Context: an optimization exercise on an open-source flow, tuned for small area and a short achievable clock period. The choices shown serve that exercise and are no tape-out recipe. At most, simulation tests tie the RTL to the original design; equivalence was not proved.

Design gte_mac123, start of the top module:
module gte_mac123 (
   input  wire               clk,
   input  wire               reset,
   input  wire               trigger,
   input  wire signed [31:0] mul1,
   input  wire signed [31:0] mul2,
   input  wire signed [44:0] add,
   input  wire               sub,
   input  wire               swap,
   input  wire               save_shifted,
   input  wire               use_ir,
   input  wire               ir_shift,
   input  wire               ir_shift_flag,
   input  wire               sat_ir,
   input  wire               sat_ir_flag,
   input  wire               use_result,
   output wire signed [31:0] mac_result,
   output reg                mac_writeback,
   output wire signed [15:0] ir_result,
   output reg                ir_writeback,
   output reg  signed [44:0] mac_last,
   output wire signed [31:0] mac_shifted,
   output wire               flag_mac_uf,
   output wire               flag_mac_of,
   output wire               flag_ir
);
Settings: LEC_CHECK=0, ABC_AREA=1, CAP_MARGIN=20, CORE_MARGIN=2, CORE_UTILIZATION=40, SLEW_MARGIN=20, SYNTH_HIERARCHICAL=1; clock period 14.0 ns.
standard.sh (not shown) runs the stock make flow with config.mk's settings and CLKGATE_MAP_FILE= SYNTH_SCRIPT=/design/flow/synth_recipe.tcl, a recipe that flattens the netlist after the stock synthesis.
==> flow/flow/run.sh <==
#!/bin/bash
# The standard layout (the standard.sh with its unchanged synthesis) with two
# changes to how the layout is made: the port buffers are plain buffers
# (sky130_fd_sc_hd__buf_1) instead of the delay cells buffer_ports picks by
# default, and ORFS's timing repair is asked for a setup margin past what the
# clock period needs. The clock and constraints are the design's.
# make's full output goes to make_finish.log in the work folder.
set -euo pipefail
here="$(cd "$(dirname "${BASH_SOURCE[0]}")/.." && pwd)"
cd "$here"
bash ./standard.sh "BUFFER_PORTS_ARGS=-buffer_cell sky130_fd_sc_hd__buf_1" \
  SETUP_SLACK_MARGIN=6.8 finish > make_finish.log 2>&1
==> next run, changes <==
--- a/flow/flow/run.sh
+++ b/flow/flow/run.sh
@@ -11,2 +11,2 @@
 bash ./standard.sh "BUFFER_PORTS_ARGS=-buffer_cell sky130_fd_sc_hd__buf_1" \
-  SETUP_SLACK_MARGIN=6.8 finish > make_finish.log 2>&1
+  SETUP_SLACK_MARGIN=7.0 finish > make_finish.log 2>&1
The changed run finished with timing, DRC and antenna clean.
Clock skew hardly moves.
Routed wire length is higher by about 0.8%.
Synthesized cell count does not change.
Setup slack improved by 0.11 ns.


== P ==
Another version of the RTL of gte_mac123 (not shown whole).
For scale: roughly 3300 cells after synthesis, roughly 250 I/O pins, about 28000 µm² of cells after synthesis.
Settings: LEC_CHECK=0, ABC_AREA=1, CAP_MARGIN=20, CORE_MARGIN=2, CORE_UTILIZATION=55, SLEW_MARGIN=20, SYNTH_HIERARCHICAL=1; clock period 14.0 ns.
==> flow/flow/run.sh <==
#!/bin/bash
# The standard layout (the standard.sh with its unchanged synthesis) with two
# changes to how the layout is made: the port buffers are plain buffers
# (sky130_fd_sc_hd__buf_1) instead of the delay cells buffer_ports picks by
# default, and ORFS's timing repair is asked for a setup margin past what the
# clock period needs. The clock and constraints are the design's.
# make's full output goes to make_finish.log in the work folder.
set -euo pipefail
here="$(cd "$(dirname "${BASH_SOURCE[0]}")/.." && pwd)"
cd "$here"
bash ./standard.sh "BUFFER_PORTS_ARGS=-buffer_cell sky130_fd_sc_hd__buf_1" \
  SETUP_SLACK_MARGIN=7.5 finish > make_finish.log 2>&1
The inputs of Q differ from those of P as listed below.
- swapping 55 for 40 in CORE_UTILIZATION
--- a/flow/flow/run.sh
+++ b/flow/flow/run.sh
@@ -12 +12 @@
-  SETUP_SLACK_MARGIN=7.5 finish > make_finish.log 2>&1
+  SETUP_SLACK_MARGIN=6.8 finish > make_finish.log 2>&1
==> results.txt <==
Q finished every step from synthesis to the final layout, and the layout passed the timing, design-rule and antenna checks.
From P to Q the numbers moved as follows: die outline width went up, setup slack went down, number of post-CTS setup repair buffers went down.
Initial cell density of the core: Q lower than P
Going from P to Q, proportion of cell area occupied by multi-input gates now sits higher.
[inputs] R vs Q
--- a/flow/flow/run.sh
+++ b/flow/flow/run.sh
@@ -12 +12 @@
-  SETUP_SLACK_MARGIN=6.8 finish > make_finish.log 2>&1
+  SETUP_SLACK_MARGIN=7.0 finish > make_finish.log 2>&1
==> comparison <==
R reached the end of the flow, and the finished layout is clean on the timing, design-rule and antenna checks. The register-to-register slack of R was superior to that of Q. In terms of worst setup timing slack at the placement stage, Q and R differ only marginally. Between R and Q, the global-route usage is lower for Q. In R the first-pass GRT wire length turned out about 1.2% higher than in Q. Side by side, global-route met1 utilization turned out lower in R than in Q. Higher routed wire length among R and Q: R. R: final period demand of the worst path 160 ps below Q.
Modified inputs, S compared to R
--- a/flow/flow/run.sh
+++ b/flow/flow/run.sh
@@ -12 +12 @@
-  SETUP_SLACK_MARGIN=7.0 finish > make_finish.log 2>&1
+  SETUP_SLACK_MARGIN=6.5 finish > make_finish.log 2>&1
Notes after the runs:
S against R: area of placed instances essentially unchanged; leftover overflow at the end of global routing about even; share of the clock period used by the worst path after layout climbed 3.3 points. Between R and S, the difference in worst slack at placement is negligible. Looking at R and S, the sequential share of layout area is a wash.
### S -> T
--- a/flow/flow/run.sh
+++ b/flow/flow/run.sh
@@ -12 +12 @@
-  SETUP_SLACK_MARGIN=6.5 finish > make_finish.log 2>&1
+  SETUP_SLACK_MARGIN=7.5 finish > make_finish.log 2>&1
Notes after the runs:
Taking S as the reference, in T critical path depth shows an increase of 14; cell area after layout shows an increase of about 8%. Of T and S, the run reporting the higher number of cells upsized or downsized after cts was T. T ended with more global-route usage than S. S vs T, end of the critical path: pc_r[37] vs ir_result[3].
No functional check of the RTL was part of any run of this note.


Another version of the RTL of gte_mac123 (not shown whole).
Size: roughly 190 flip-flops, about 27000 um2 of cells after synthesis.
## gte_mac123
module gte_mac123 (
   input  wire               clk,
   input  wire               reset,
   input  wire               trigger,
   input  wire signed [31:0] mul1,
   input  wire signed [31:0] mul2,
   input  wire signed [44:0] add,
   input  wire               sub,
   input  wire               swap,
   input  wire               save_shifted,
   input  wire               use_ir,
   input  wire               ir_shift,
   input  wire               ir_shift_flag,
   input  wire               sat_ir,
   input  wire               sat_ir_flag,
   input  wire               use_result,
   output wire signed [31:0] mac_result,
   output reg                mac_writeback,
   output wire signed [15:0] ir_result,
   output reg                ir_writeback,
   output reg  signed [44:0] mac_last,
   output wire signed [31:0] mac_shifted,
   output wire               flag_mac_uf,
   output wire               flag_mac_of,
   output wire               flag_ir
);
clock: 14.0 ns
lec_check: 0
abc_area: 1
cap_margin: 20
core_margin: 2
core_utilization: 40
slew_margin: 20
synth_hierarchical: 1
run.sh (not shown) runs the stock make flow with config.mk's settings and CLKGATE_MAP_FILE= SYNTH_SCRIPT=/design/flow/synth_recipe.tcl, a recipe that flattens the netlist after the stock synthesis.
Stock flow here: none of the scripts above is used.
The baseline produced a clean layout.
Edit:
==> flow/flow/run.sh (new file) <==
#!/bin/bash
# The standard layout (the standard.sh with its unchanged synthesis) with two
# changes to how the layout is made: the port buffers are plain buffers
# (sky130_fd_sc_hd__buf_1) instead of the delay cells buffer_ports picks by
# default, and ORFS's timing repair is asked for a setup margin past what the
# clock period needs. The clock and constraints are the design's.
# make's full output goes to make_finish.log in the work folder.
set -euo pipefail
here="$(cd "$(dirname "${BASH_SOURCE[0]}")/.." && pwd)"
cd "$here"
bash ./standard.sh "BUFFER_PORTS_ARGS=-buffer_cell sky130_fd_sc_hd__buf_1" \
  SETUP_SLACK_MARGIN=7.25 finish > make_finish.log 2>&1
==> flow/standard.sh (new file) <==
#!/bin/bash
# synth_recipe.tcl (not shown) runs the flow's synth.tcl, then flattens the netlist and writes it again
# the make line also repeats each setting of config.mk as NAME=value (left out here)
make -C /OpenROAD-flow-scripts/flow DESIGN_CONFIG=/design/flow/config.mk WORK_HOME=/design/flow/orfs CLKGATE_MAP_FILE= SYNTH_SCRIPT=/design/flow/synth_recipe.tcl "${@:-finish}"
removed: flow/run.sh
After rerunning: Non-clock buffer count goes up by 78. Cell area goes up by 1.8%. Worst setup slack is better by 1.0 ns. Area after synthesis does not change.
Edit:
--- a/flow/flow/run.sh
+++ b/flow/flow/run.sh
@@ -12 +12 @@
-  SETUP_SLACK_MARGIN=7.25 finish > make_finish.log 2>&1
+  SETUP_SLACK_MARGIN=7.0 finish > make_finish.log 2>&1
Result: The changed run finished with timing, DRC and antenna clean. Synthesized area does not change. Final cell count came out lower by 1.4%. Setup slack is worse by 0.17 ns. Utilization came out lower by 1.7 points. Sequential share of layout area came out higher by 0.41 points. Count of clock-buffer cells in the layout came out higher by 3. Die area stays the same.
Edit:
--- a/flow/flow/run.sh
+++ b/flow/flow/run.sh
@@ -12 +12 @@
-  SETUP_SLACK_MARGIN=7.0 finish > make_finish.log 2>&1
+  SETUP_SLACK_MARGIN=6.8 finish > make_finish.log 2>&1
Outcome: The changed run went through all stages and came out clean; first-iteration DRC count decreases by about 10%; cell area decreases by 2.0%; wire length decreases by about 0.43%; count of clock-buffer cells in the layout decreases by 3; die area stays the same; register-to-register slack degrades by 0.12 ns; worst setup slack degrades by 0.14 ns.
Edit:
--- a/flow/flow/run.sh
+++ b/flow/flow/run.sh
@@ -12 +12 @@
-  SETUP_SLACK_MARGIN=6.8 finish > make_finish.log 2>&1
+  SETUP_SLACK_MARGIN=7.0 finish > make_finish.log 2>&1
Settings changed: TNS_END_PERCENT set to 30.
Effect: Area after synthesis does not change. Utilization is higher by 0.81 points. Non-clock buffer count came out higher by 25. First-iteration DRC count grows by 15%.
Edit:
Settings changed: CAP_MARGIN 20 to 0, SLEW_MARGIN 20 to 0, TNS_END_PERCENT 30 to not set.
Result: First-iteration DRC count hardly moves. Count of clock-buffer cells in the layout stays the same. Core utilization hardly moves.


## job 8768
Another version of the RTL of gte_mac123 (not shown whole).
For scale: about 250 I/O pins.
export LEC_CHECK = 0
export ABC_AREA = 1
export CAP_MARGIN = 20
export CORE_MARGIN = 2
export CORE_UTILIZATION = 40
export SLEW_MARGIN = 20
export SYNTH_HIERARCHICAL = 1
create_clock -name core_clock -period 14.0 [get_ports {clk}]
standard.sh (not shown) runs the stock make flow with config.mk's settings and CLKGATE_MAP_FILE= SYNTH_SCRIPT=/design/flow/synth_recipe.tcl, a recipe that flattens the netlist after the stock synthesis.
==> flow/flow/run.sh <==
#!/bin/bash
# The standard layout (the standard.sh with its unchanged synthesis) with two
# changes to how the layout is made: the port buffers are plain buffers
# (sky130_fd_sc_hd__buf_1) instead of the delay cells buffer_ports picks by
# default, and ORFS's timing repair is asked for a setup margin past what the
# clock period needs. The clock and constraints are the design's.
# make's full output goes to make_finish.log in the work folder.
set -euo pipefail
here="$(cd "$(dirname "${BASH_SOURCE[0]}")/.." && pwd)"
cd "$here"
bash ./standard.sh "BUFFER_PORTS_ARGS=-buffer_cell sky130_fd_sc_hd__buf_1" \
  SETUP_SLACK_MARGIN=7.0 finish > make_finish.log 2>&1
diff inputs: job 8768 => job 3170
diff --git a/flow/flow/run.sh b/flow/flow/run.sh
--- a/flow/flow/run.sh
+++ b/flow/flow/run.sh
@@ -12 +12 @@
-  SETUP_SLACK_MARGIN=7.0 finish > make_finish.log 2>&1
+  SETUP_SLACK_MARGIN=6.8 finish > make_finish.log 2>&1
==> comparison <==
Worst setup slack ends up lower on job 3170. Against job 8768, job 3170 reports a wire length per cell that is lower. Between job 8768 and job 3170, count of filler cells inserted in the layout increased. Looking at post-route cell area, job 3170 sits below job 8768.
No functional check of the RTL was part of any run of this note.


Setup of trial 41:
Another version of the RTL of gte_mac123 (not shown whole).
Size: roughly 4100 cells after synthesis, roughly 190 flip-flops, about 31000 um^2 of cells after synthesis.
## gte_mac123
module gte_mac123 (
   input  wire               clk,
   input  wire               reset,
   input  wire               trigger,
   input  wire signed [31:0] mul1,
   input  wire signed [31:0] mul2,
   input  wire signed [44:0] add,
   input  wire               sub,
   input  wire               swap,
   input  wire               save_shifted,
   input  wire               use_ir,
   input  wire               ir_shift,
   input  wire               ir_shift_flag,
   input  wire               sat_ir,
   input  wire               sat_ir_flag,
   input  wire               use_result,
   output wire signed [31:0] mac_result,
   output reg                mac_writeback,
   output reg  signed [15:0] ir_result,
   output reg                ir_writeback,
   output reg  signed [44:0] mac_last,
   output wire signed [31:0] mac_shifted,
   output wire               flag_mac_uf,
   output wire               flag_mac_of,
   output reg                flag_ir
);
make LEC_CHECK=0 ABC_CLOCK_PERIOD_IN_PS=3000 CAP_MARGIN=20 CORE_MARGIN=2 CORE_UTILIZATION=40 SLEW_MARGIN=20 SYNTH_HIERARCHICAL=1 finish   # period 14.0 ns
run.sh (not shown) runs the stock make flow with config.mk's settings and CLKGATE_MAP_FILE= SYNTH_SCRIPT=/design/flow/synth_recipe.tcl, a recipe that flattens the netlist after the stock synthesis.
Stock flow here: none of the scripts above is used.
Trial 41 ran to completion and came out clean on the timing, design-rule and antenna checks.
Input-level comparison between build 40 and trial 41:
Settings: ABC_AREA newly set to 1; ABC_CLOCK_PERIOD_IN_PS removed (was 3000).
### Flow results
Re cell count: build 40 and trial 41 aren't equal, and the lower value belongs to build 40. ir_result[14] as the capture point of the critical path was reported by trial 41, and ir_result[3] by build 40. On build 40: sum of met2 wire segment lengths after detailed routing is 19% lower than what trial 41 gave. Relative to trial 41, the clock network area share of build 40 is higher by 0.26 points. The register area was comparable across build 40 and trial 41. Delta (build 40 minus trial 41): cell area after layout now sits lower, final core area utilization now sits higher. No stage failed in build 40, and the final checks on the layout all came back clean.
No run of this note included a check of the RTL's function; only the layout flow was run.


Setup of v13:
gte_mac123 with an RTL version that a note above also has.
Size: ~190 flip-flops, roughly 250 I/O pins, ~0.027 mm^2 of cells after synthesis.
==> flow/config.mk <==
export PLATFORM = sky130hd
export DESIGN_NAME = gte_mac123
export DESIGN_NICKNAME = gte_mac123
export VERILOG_FILES = /design/flow/design.v
export SDC_FILE = /design/flow/constraint.sdc
export NUM_CORES = 4
export LEC_CHECK = 0
export ABC_AREA = 1
export CAP_MARGIN = 20
export CORE_MARGIN = 2
export CORE_UTILIZATION = 40
export PLACE_DENSITY = 0.8
export SLEW_MARGIN = 20
export SYNTH_HIERARCHICAL = 1
==> flow/constraint.sdc <==
create_clock -name core_clock -period 14.0 [get_ports {clk}]
set_input_delay 2.8000 -clock core_clock [delete_from_list [all_inputs] [get_ports {clk}]]
set_output_delay 2.8000 -clock core_clock [all_outputs]
set_load 0.01 [all_outputs]
standard.sh (not shown) runs the stock make flow with config.mk's settings and CLKGATE_MAP_FILE= SYNTH_SCRIPT=/design/flow/synth_recipe.tcl, a recipe that flattens the netlist after the stock synthesis.
==> flow/flow/run.sh <==
#!/bin/bash
# The standard layout (the standard.sh with its unchanged synthesis) with two
# changes to how the layout is made: the port buffers are plain buffers
# (sky130_fd_sc_hd__buf_1) instead of the delay cells buffer_ports picks by
# default, and ORFS's timing repair is asked for a setup margin past what the
# clock period needs. The clock and constraints are the design's.
# make's full output goes to make_finish.log in the work folder.
set -euo pipefail
here="$(cd "$(dirname "${BASH_SOURCE[0]}")/.." && pwd)"
cd "$here"
bash ./standard.sh "BUFFER_PORTS_ARGS=-buffer_cell sky130_fd_sc_hd__buf_1" \
  SETUP_SLACK_MARGIN=7.0 finish > make_finish.log 2>&1
v13 ended with every stage complete and zero timing, DRC or antenna violations.
## Diff of input files: v35 against v13
# v13
export LEC_CHECK = 0
export ABC_AREA = 1
export CAP_MARGIN = 20
export CORE_MARGIN = 2
export CORE_UTILIZATION = 40
export PLACE_DENSITY = 0.8
export SLEW_MARGIN = 20
export SYNTH_HIERARCHICAL = 1
create_clock -name core_clock -period 14.0 [get_ports {clk}]
# v35
export LEC_CHECK = 0
export ABC_AREA = 1
export ABC_CLOCK_PERIOD_IN_PS = 2500
export CAP_MARGIN = 20
export CORE_MARGIN = 2
export CORE_UTILIZATION = 40
export SLEW_MARGIN = 20
export SYNTH_HIERARCHICAL = 1
create_clock -name core_clock -period 14.0 [get_ports {clk}]
==> comparison <==
Every run in the comparison, v13 and v35, completed the flow with a clean layout. The worst-case hold slack on v35 is in line with that on v13. The more densely filled core belongs to v13, not v35. On placed wire-length estimate: v35 sits above v13. Changes observed in v35 relative to v13: timing-limited maximum frequency roughly the same, area of all placed cells without fillers lower, global router's overall resource usage higher.

## what the ideal ports hide
No port has a modelled driver above. Below, the same layouts with a new extraction and two added sets of constraints.
Step 1 assumes that a clkbuf_16 drives the clock port and a buf_2 every other input.
Step 2 moves the port delays by t, midway between the first and last clock arrival at a register: inputs arrive t later, outputs are due t later. That takes back most of the time a late clock gives input paths.
Three values: no drivers, after step 1, after step 2; two values: the first two.
| run | t, ns | setup slack, ns | slew at the worst register clock pin (ns) |
|---|---|---|---|
| the first run of note 1 | 0.541 | 6.931 / 6.954 / 6.423 | 0.08 / 0.08 |
| the second run of note 1 | 0.538 | 7.040 / 7.003 / 6.524 | 0.08 / 0.08 |
| P | 0.542 | 7.357 / 7.296 / 6.976 | 0.09 / 0.09 |
| Q | 0.536 | 6.933 / 6.963 / 6.427 | 0.09 / 0.09 |
| R | 0.541 | 7.094 / 7.123 / 6.582 | 0.08 / 0.08 |
| S | 0.539 | 6.631 / 6.664 / 6.125 | 0.09 / 0.09 |
| T | 0.544 | 7.460 / 7.398 / 6.996 | 0.08 / 0.08 |
| the first run of note 3 | 0.543 | 6.166 / 6.104 / 5.983 | 0.08 / 0.08 |
| the second run of note 3 | 0.544 | 7.211 / 7.153 / 6.763 | 0.09 / 0.09 |
| the third run of note 3 | 0.552 | 7.041 / 7.007 / 6.527 | 0.08 / 0.08 |
| the fourth run of note 3 | 0.552 | 6.905 / 6.928 / 6.375 | 0.10 / 0.10 |
| the fifth run of note 3 | 0.552 | 6.926 / 6.959 / 6.407 | 0.08 / 0.08 |
| the sixth run of note 3 | 0.550 | 7.027 / 7.009 / 6.514 | 0.08 / 0.08 |
| job 8768 | 0.532 | 7.072 / 7.041 / 6.561 | 0.09 / 0.09 |
| job 3170 | 0.542 | 6.901 / 6.937 / 6.394 | 0.09 / 0.09 |
| trial 41 | 0.521 | 5.097 / 5.040 / 5.561 | 0.08 / 0.08 |
| build 40 | 0.540 | 6.275 / 6.217 / 6.029 | 0.08 / 0.08 |
| v13 | 0.551 | 7.048 / 7.078 / 6.529 | 0.08 / 0.08 |
| v35 | 0.552 | 7.041 / 7.007 / 6.527 | 0.08 / 0.08 |
After both steps setup and hold are still met in every run listed. For the fourth run of note 3, which loses most, drivers alone change the setup slack by +0.023 ns; drivers and shift together by -0.530 ns.
